This is an optimization exercise on Yosys and OpenROAD, whose aim is a short achievable clock period and few clock cycles, not a production implementation. In this exercise RTL edits were held to simulation tests only and were not proved equivalent to the original.

// MIPS_Multi
module MIPS_Multi(clk, rst, Memory_out, MemWrite, MemRead, Adr, B_out);
	input clk, rst;
	input [31:0] Memory_out;
	output MemWrite, MemRead;
	output [31:0] Adr, B_out;
	reg [31:0] R [0:15];
	reg fZ, fN, fV;
	reg [31:0] adr_q;      
	reg [31:0] adr_n;      
	reg [31:0] bo_q;
	reg        rd_q, wr_q;
	assign Adr = adr_q;
	assign MemRead = rd_q;
	assign MemWrite = wr_q;
	assign B_out = bo_q;
	wire [31:0] adr = ~adr_n;
	reg        mp;         
	reg        mload;      
	reg        mstore;     
	reg [3:0]  mrd;        
	reg        stl;        
	reg        big;        
	reg        bigl;       
	reg [31:0] blm;        
	reg        halted;     
	reg        ev;         
	reg [31:0] ir;
	reg [31:0] pce;        
	reg [31:0] fpce;       
	reg [31:0] btgt;       
	reg        pt;         
	reg        c_small;    
	reg [31:0] opX;        
	reg [31:0] opY;        
	reg [31:0] opA;        
	reg [31:0] opM;        
	reg [31:0] opB;        
	reg [31:0] opD;        
	reg [31:0] res_q;      
	reg        wb_en;      
	reg [3:0]  wb_a;
	reg        c_dti, c_dpi, c_bi, c_inv, c_arith, c_add, c_logic_res, c_sub, c_zx, c_mov;
	function [31:0] ext12(input [11:0] x);
		ext12 = {19'd0, x[11], x};
	endfunction
	function condf(input [1:0] c, input z, input n, input v);
		condf = (c == 2'b00) ? z :
		        (c == 2'b01) ? (~z & (n == v)) :
		        (c == 2'b10) ? (n != v) : 1'b1;
	endfunction
	function zsum(input [31:0] a, input [31:0] b, input ci);
		zsum = ((a[0] ^ b[0]) == ci) & ((a[31:1] ^ b[31:1]) == (a[30:0] | b[30:0]));
	endfunction
	wire idle  = mp | stl | big;
	wire cond  = condf(ir[31:30], fZ, fN, fV);
	wire ex    = ev & ~idle & cond;
	wire e_dp  = ex & c_dpi;
	wire e_mem = ex & c_dti;
	wire e_bl  = ex & c_bi & ir[26];
	wire e_bls = e_bl & c_small;
	wire e_big = ex & c_bi & ~(ir[26] ? c_small : pt);
	wire e_inv = ex & c_inv;
	wire e_miss = ev & ~idle & c_bi & ~ir[26] & pt & ~cond;
  ...
For scale: roughly 6200 cells after synthesis, about 100 I/O pins.
Settings: LEC_CHECK=0, ABC_CLOCK_PERIOD_IN_PS=1500, CAP_MARGIN=20, CORE_MARGIN=2, CORE_UTILIZATION=35, PLACE_DENSITY=0.55, SETUP_SLACK_MARGIN=5.0, SLEW_MARGIN=20, SYNTH_HIERARCHICAL=1, SYNTH_MINIMUM_KEEP_SIZE=0; clock period 7.5 ns.
run.sh (not shown) runs the stock make flow with config.mk's settings and CLKGATE_MAP_FILE= SYNTH_SCRIPT=/design/flow/synth_recipe.tcl, a recipe that flattens the netlist after the stock synthesis.
Testbench counts at the start, summed over its fixed seeds: cycles 99,136.
Rerun with:
--- a/flow/design.v
+++ b/flow/design.v
@@ -59,25 +59,25 @@
 	wire e_mem = ex & c_dti;
 	wire e_bl  = ex & c_bi & ir[26];
 	wire e_bls = e_bl & c_small;
 	wire e_big = ex & c_bi & ~(ir[26] ? c_small : pt);
 	wire e_inv = ex & c_inv;
 	wire e_miss = ev & ~idle & c_bi & ~ir[26] & pt & ~cond;
 	wire [31:0] sum1, sum2;
-	add32c4 u_sum1(.a(opX), .b(opY), .ci(c_sub), .s(sum1));
+	add32cs u_sum1(.a(opX), .b(opY), .ci(c_sub), .s(sum1));
 	add32 u_sum2(.a(opA), .b(opM), .ci(1'b0), .s(sum2));
 	wire z1 = zsum(opX, opY, c_sub);
 	wire z2 = zsum(opA, opM, 1'b0);
 	wire y31 = c_add ? opB[31] : (opB[31] ^ (opB[30:0] != 31'd0));
 	wire v1 = (opX[31] & y31 & ~sum1[31]) | (~opX[31] & ~y31 & sum1[31]);
 	wire [31:0] lres = c_mov ? opB : (opA & opB);
 	wire [31:0] eres = c_logic_res ? lres : sum1;
 	wire [31:0] e_tgt, bl_tgt, big_tgt;
 	add32 u_etgt(.a(pce), .b({{6{ir[25]}}, ir[25:0]}), .ci(1'b1), .s(e_tgt));
-	add32c4 u_bltgt(.a(btgt), .b(opM), .ci(1'b0), .s(bl_tgt));
+	add32cs u_bltgt(.a(btgt), .b(opM), .ci(1'b0), .s(bl_tgt));
 	add32 u_bigtgt(.a(btgt), .b(blm), .ci(1'b0), .s(big_tgt));
 	wire        we = mp ? mload : (e_dp | e_bl);
 	wire [3:0]  wa = mp ? mrd : (e_bl ? 4'd15 : ir[15:12]);
 	wire [31:0] wd = mp ? Memory_out : (e_bl ? pce : eres);
 	wire [31:0] wf = Memory_out;
 	wire keep = ~idle & ~halted & ~e_miss & ~e_bl & ~e_big & ~e_inv;
 	wire f_small = (wf[25:7] == 19'd0) | (wf[25:7] == 19'h7ffff);
@@ -215,60 +215,14 @@
 	output [31:0] s;
 	wire [16:0] lo, h0, h1;
 	add16 u_lo(.a(a[15:0]), .b(b[15:0]), .ci(ci), .s(lo));
 	add16 u_h0(.a(a[31:16]), .b(b[31:16]), .ci(1'b0), .s(h0));
 	add16 u_h1(.a(a[31:16]), .b(b[31:16]), .ci(1'b1), .s(h1));
 	assign s = {lo[16] ? h1[15:0] : h0[15:0], lo[15:0]};
 endmodule
-module add32c4(a, b, ci, s);
-	input [31:0] a, b;
-	input ci;
-	output [31:0] s;
-	wire [8:0] b0, b10, b11, b20, b21, b30, b31;
-	add8c u_b0(.a(a[7:0]), .b(b[7:0]), .ci(ci), .s(b0));
-	add8c u_b10(.a(a[15:8]), .b(b[15:8]), .ci(1'b0), .s(b10));
-	add8c u_b11(.a(a[15:8]), .b(b[15:8]), .ci(1'b1), .s(b11));
-	add8c u_b20(.a(a[23:16]), .b(b[23:16]), .ci(1'b0), .s(b20));
-	add8c u_b21(.a(a[23:16]), .b(b[23:16]), .ci(1'b1), .s(b21));
-	add8c u_b30(.a(a[31:24]), .b(b[31:24]), .ci(1'b0), .s(b30));
-	add8c u_b31(.a(a[31:24]), .b(b[31:24]), .ci(1'b1), .s(b31));
-	wire c8 = b0[8];
-	wire c16 = b10[8] | (b11[8] & c8);
-	wire c24 = b20[8] | (b21[8] & b10[8]) | (b21[8] & b11[8] & c8);
-	assign s = {c24 ? b31[7:0] : b30[7:0], c16 ? b21[7:0] : b20[7:0],
-	            c8 ? b11[7:0] : b10[7:0], b0[7:0]};
-endmodule
-module add8c(a, b, ci, s);
-	input [7:0] a, b;
-	input ci;
-	output [8:0] s;
-	reg [7:0] g, p, gg, pp, gn, pn, c;
-	reg co;
-	integer i, k;
-	always @(*) begin
-		g = a & b;
-		p = a ^ b;
-		gg = g; pp = p;
-		for (i = 1; i < 8; i = i + 1) begin
-			gg[i] = g[i] | ((p[i] & a[i - 1]) & b[i - 1]);
-			pp[i] = p[i] & p[i - 1];
-		end
-		for (k = 2; k < 8; k = k * 2) begin
-			gn = gg; pn = pp;
-			for (i = k; i < 8; i = i + 1) begin
-				gn[i] = gg[i] | (pp[i] & gg[i - k]);
-				pn[i] = pp[i] & pp[i - k];
-			end
-			gg = gn; pp = pn;
-		end
-		c = {gg[6:0] | (pp[6:0] & {7{ci}}), ci};
-		co = gg[7] | (pp[7] & ci);
-	end
-	assign s = {co, p ^ c};
-endmodule
 module add16(a, b, ci, s);
 	input [15:0] a, b;
 	input ci;
 	output [16:0] s;
 	reg [15:0] g, p, gg, pp, gn, pn, c;
 	reg co;
 	integer i, k;
Outcome: The changed run went through all stages and came out clean. Die area is lower by 1.7%. First-iteration DRC count is higher by 2.9%. Count of clock-buffer cells in the layout is lower by 14. Design area is lower by about 2%. Via count is lower by about 3%.
Testbench counts after the change, summed over its fixed seeds: cycles 99,136.

---

old:
Another version of the RTL of MIPS_Multi (not shown whole).
Size: about 6600 cells after synthesis, ~100 I/O pins, roughly 71000 um^2 of cells after synthesis.
==> flow/design.v (excerpt) <==
module MIPS_Multi(clk, rst, Memory_out, MemWrite, MemRead, Adr, B_out);
	input clk, rst;
	input [31:0] Memory_out;
	output MemWrite, MemRead;
	output [31:0] Adr, B_out;
	reg [31:0] R [0:15];
	reg fZ, fN, fV;
	reg [31:0] adr_q;      
	reg [31:0] adr_n;      
	reg [31:0] bo_q;
	reg        rd_q, wr_q;
	assign Adr = adr_q;
	assign MemRead = rd_q;
	assign MemWrite = wr_q;
	assign B_out = bo_q;
	wire [31:0] adr = ~adr_n;
	reg        mp;         
	reg        mload;      
	reg        mstore;     
	reg [3:0]  mrd;        
	reg        stl;        
	reg        big;        
	reg        bigl;       
	reg [31:0] blm;        
	reg        halted;     
	reg        ev;         
	reg [31:0] ir;
	reg [31:0] pce;        
	reg [31:0] fpce;       
	reg [31:0] btgt;       
	reg        pt;         
	reg        c_small;    
	reg [31:0] opX;        
	reg [31:0] opY;        
	reg [31:0] opA;        
	reg [31:0] opM;        
	reg [31:0] opB;        
	reg [31:0] opD;        
	reg [31:0] res_q;      
	reg        wb_en;      
	reg [3:0]  wb_a;
	reg        c_dti, c_dpi, c_bi, c_inv, c_arith, c_add, c_logic_res, c_sub, c_zx, c_mov;
	function [31:0] ext12(input [11:0] x);
		ext12 = {19'd0, x[11], x};
	endfunction
	function condf(input [1:0] c, input z, input n, input v);
		condf = (c == 2'b00) ? z :
		        (c == 2'b01) ? (~z & (n == v)) :
		        (c == 2'b10) ? (n != v) : 1'b1;
	endfunction
	function zsum(input [31:0] a, input [31:0] b, input ci);
		zsum = ((a[0] ^ b[0]) == ci) & ((a[31:1] ^ b[31:1]) == (a[30:0] | b[30:0]));
	endfunction
	wire idle  = mp | stl | big;
	wire cond  = condf(ir[31:30], fZ, fN, fV);
	wire ex    = ev & ~idle & cond;
	wire e_dp  = ex & c_dpi;
	wire e_mem = ex & c_dti;
	wire e_bl  = ex & c_bi & ir[26];
	wire e_bls = e_bl & c_small;
	wire e_big = ex & c_bi & ~c_small;
	wire e_inv = ex & c_inv;
	wire e_miss = ev & ~idle & c_bi & ~ir[26] & c_small & (cond != pt);
	wire [31:0] sum1, sum2;
	add32c4 u_sum1(.a(opX), .b(opY), .ci(c_sub), .s(sum1));
	add32 u_sum2(.a(opA), .b(opM), .ci(1'b0), .s(sum2));
	wire z1 = zsum(opX, opY, c_sub);
	wire z2 = zsum(opA, opM, 1'b0);
	wire y31 = c_add ? opB[31] : (opB[31] ^ (opB[30:0] != 31'd0));
  ...
==> flow/config.mk <==
export PLATFORM = sky130hd
export DESIGN_NAME = MIPS_Multi
export DESIGN_NICKNAME = MIPS_Multi
export VERILOG_FILES = /design/flow/design.v
export SDC_FILE = /design/flow/constraint.sdc
export NUM_CORES = 4
export LEC_CHECK = 0
export ABC_CLOCK_PERIOD_IN_PS = 1500
export CAP_MARGIN = 20
export CORE_MARGIN = 2
export CORE_UTILIZATION = 35
export PLACE_DENSITY = 0.55
export SETUP_SLACK_MARGIN = 4.4
export SLEW_MARGIN = 20
export SYNTH_HIERARCHICAL = 1
export SYNTH_MINIMUM_KEEP_SIZE = 0
==> flow/constraint.sdc <==
create_clock -name core_clock -period 7.5 [get_ports {clk}]
set_input_delay 1.5000 -clock core_clock [delete_from_list [all_inputs] [get_ports {clk}]]
set_output_delay 1.5000 -clock core_clock [all_outputs]
set_load 0.01 [all_outputs]
Testbench counts of old, summed over its fixed seeds: cycles 98,786.
[inputs] new vs old
--- a/flow/design.v
+++ b/flow/design.v
@@ -56,15 +56,15 @@
 	wire cond  = condf(ir[31:30], fZ, fN, fV);
 	wire ex    = ev & ~idle & cond;
 	wire e_dp  = ex & c_dpi;
 	wire e_mem = ex & c_dti;
 	wire e_bl  = ex & c_bi & ir[26];
 	wire e_bls = e_bl & c_small;
-	wire e_big = ex & c_bi & ~c_small;
+	wire e_big = ex & c_bi & ~(ir[26] ? c_small : pt);
 	wire e_inv = ex & c_inv;
-	wire e_miss = ev & ~idle & c_bi & ~ir[26] & c_small & (cond != pt);
+	wire e_miss = ev & ~idle & c_bi & ~ir[26] & pt & ~cond;
 	wire [31:0] sum1, sum2;
 	add32c4 u_sum1(.a(opX), .b(opY), .ci(c_sub), .s(sum1));
 	add32 u_sum2(.a(opA), .b(opM), .ci(1'b0), .s(sum2));
 	wire z1 = zsum(opX, opY, c_sub);
 	wire z2 = zsum(opA, opM, 1'b0);
 	wire y31 = c_add ? opB[31] : (opB[31] ^ (opB[30:0] != 31'd0));
@@ -79,15 +79,13 @@
 	wire [3:0]  wa = mp ? mrd : (e_bl ? 4'd15 : ir[15:12]);
 	wire [31:0] wd = mp ? Memory_out : (e_bl ? pce : eres);
 	wire [31:0] wf = Memory_out;
 	wire keep = ~idle & ~halted & ~e_miss & ~e_bl & ~e_big & ~e_inv;
 	wire f_small = (wf[25:7] == 19'd0) | (wf[25:7] == 19'h7ffff);
 	wire f_bnl = (wf[29:27] == 3'b101) & ~wf[26] & f_small;
-	wire e_znext = c_arith ? z1 : z2;
-	wire f_guess = (wf[31:30] == 2'b00) ? e_znext : wf[25];
-	wire f_pt = f_bnl & ((wf[31:30] == 2'b11) | (e_dp ? f_guess : condf(wf[31:30], fZ, fN, fV)));
+	wire f_pt = f_bnl & ((wf[31:30] == 2'b11) | e_dp | condf(wf[31:30], fZ, fN, fV));
 	wire [31:0] f_seq = adr + 32'd1;
 	wire [31:0] f_tgt;
 	tgt8 u_tgt(.adr(adr), .off(wf[7:0]), .tgt(f_tgt));
 	wire [511:0] rfv = {R[15], R[14], R[13], R[12], R[11], R[10], R[9], R[8],
 	                    R[7], R[6], R[5], R[4], R[3], R[2], R[1], R[0]};
 	wire [191:0] p_n;
@@ -97,14 +95,12 @@
 	wire [3:0]  h_a = mp ? mrd : wb_a;
 	wire [31:0] h_d = mp ? Memory_out : res_q;
 	wire h_hita = h_en & (h_a == ir[19:16]);
 	wire h_hitm = h_en & (h_a == ir[3:0]);
 	wire h_hitb = h_hitm & c_dpi & ~ir[23];
 	wire h_hitd = h_en & (h_a == ir[15:12]);
-	wire [31:0] h_a_new = h_hita ? h_d : opA;
-	wire [31:0] h_b_new = h_hitb ? h_d : opB;
 	wire [3:0] e_rd = ir[15:12];
 	wire f_dti = (wf[29:21] == 9'b010000000);
 	wire f_dpi = (wf[29:24] == 6'd0);
 	wire f_logic = (wf[22:20] == 3'd3) | (wf[22:20] == 3'd4) | (wf[22:20] == 3'd5) | (wf[22:20] == 3'd7);
 	wire f_dep = e_dp & (((e_rd == wf[19:16]) & (f_dti | f_dpi)) |
 	                     ((e_rd == wf[3:0]) & ((f_dpi & (~wf[23] | f_logic)) | ((wf[29:27] == 3'b101) & wf[26]))) |
@@ -113,13 +109,13 @@
 	wire a_oth = e_mem | e_miss | e_bls;
 	wire [31:0] a_o = e_mem ? sum1 : (e_miss ? fpce : bl_tgt);
 	wire [31:0] a_early = rst ? 32'd0 :
 	                      mp ? (m_hit ? pce : (pt ? btgt : fpce)) :
 	                      stl ? adr :
 	                      big ? btgt :
-	                      e_miss ? (cond ? btgt : fpce) : f_seq;
+	                      e_miss ? fpce : f_seq;
 	wire plain = ~rst & ~mp & ~stl & ~big;
 	wire use_sum1 = plain & e_mem;
 	wire use_bl = plain & e_bls;
 	wire use_tgt = plain & ~a_oth & f_pt;
 	wire use_early = ~use_sum1 & ~use_bl;
 	wire [31:0] a_rest = (sum1 & {32{use_sum1}}) | (bl_tgt & {32{use_bl}}) | (a_early & {32{use_early}});
@@ -132,19 +128,19 @@
 		adr_n <= ~a_nxt;
 		res_q <= r_nxt;
 		bo_q <= opD;
 		blm <= opM;
 		if (mp | stl) begin
 			if (h_hita) opA <= h_d;
+			if (h_hita & ~c_zx) opX <= h_d;
 			if (h_hitm) opM <= h_d;
 			if (h_hitb) opB <= h_d;
+			if (h_hitb) opY <= c_sub ? ~h_d : h_d;
 			if (h_hitd) opD <= h_d;
 		end else
-			{opA, opM, opB, opD} <= p_n[127:0];
-		opX <= (mp | stl) ? (c_zx ? 32'd0 : h_a_new) : p_n[191:160];
-		opY <= (mp | stl) ? (c_sub ? ~h_b_new : h_b_new) : p_n[159:128];
+			{opX, opY, opA, opM, opB, opD} <= p_n;
 		if (!mp && !stl && !big) begin
 			ir <= wf;
 			pce <= adr;
 			fpce <= f_seq;
 			btgt <= f_tgt;
 		end
- new against old: transition time at the pin with the least slew margin rose by 0.031 ns; netlist area before placement rose by 0.82%; cell area after layout rose by 1.6%.
- Re area growth from synthesis to final layout: new and old aren't equal, and the higher value belongs to new.
- Die area: new vs old up about 0.8%
Testbench counts of new, summed over its fixed seeds: cycles 99,136.

==> re-timing with driven ports <==
Ports are ideal in the flow. The routed layouts listed here were re-timed in OpenROAD. Step 1 assumes that a clkbuf_16 drives the clock port and a buf_2 every other input. Step 2 also shifts input and output timing later by t, the mid clock arrival at the registers, as if the neighbouring blocks saw the same clock. Slacks: ideal ports / drivers / drivers and shift; pairs: ideal ports / drivers.
run | t (ns) | setup slack, ns | hold WS [ns] | worst setup path at the end | latest minus earliest clock arrival (ns)
the first run of note 1 | 0.872 | 4.102 / 4.157 / 3.285 | 0.325 / 0.325 / 0.325 | input to register | 0.074 / 0.074
the second run of note 1 | 0.859 | 4.147 / 4.155 / 3.313 | 0.326 / 0.326 / 0.326 | input to register | 0.062 / 0.062
old | 0.875 | 3.983 / 3.968 / 3.093 | 0.342 / 0.342 / 0.342 | input to register | 0.068 / 0.068
new | 0.853 | 4.291 / 3.973 / 3.121 | 0.338 / 0.338 / 0.338 | input to register | 0.064 / 0.065
After both steps setup and hold are still met in every run listed. The setup slack of new, which loses most, moves by -0.318 ns with the drivers and by -1.170 ns with both steps.
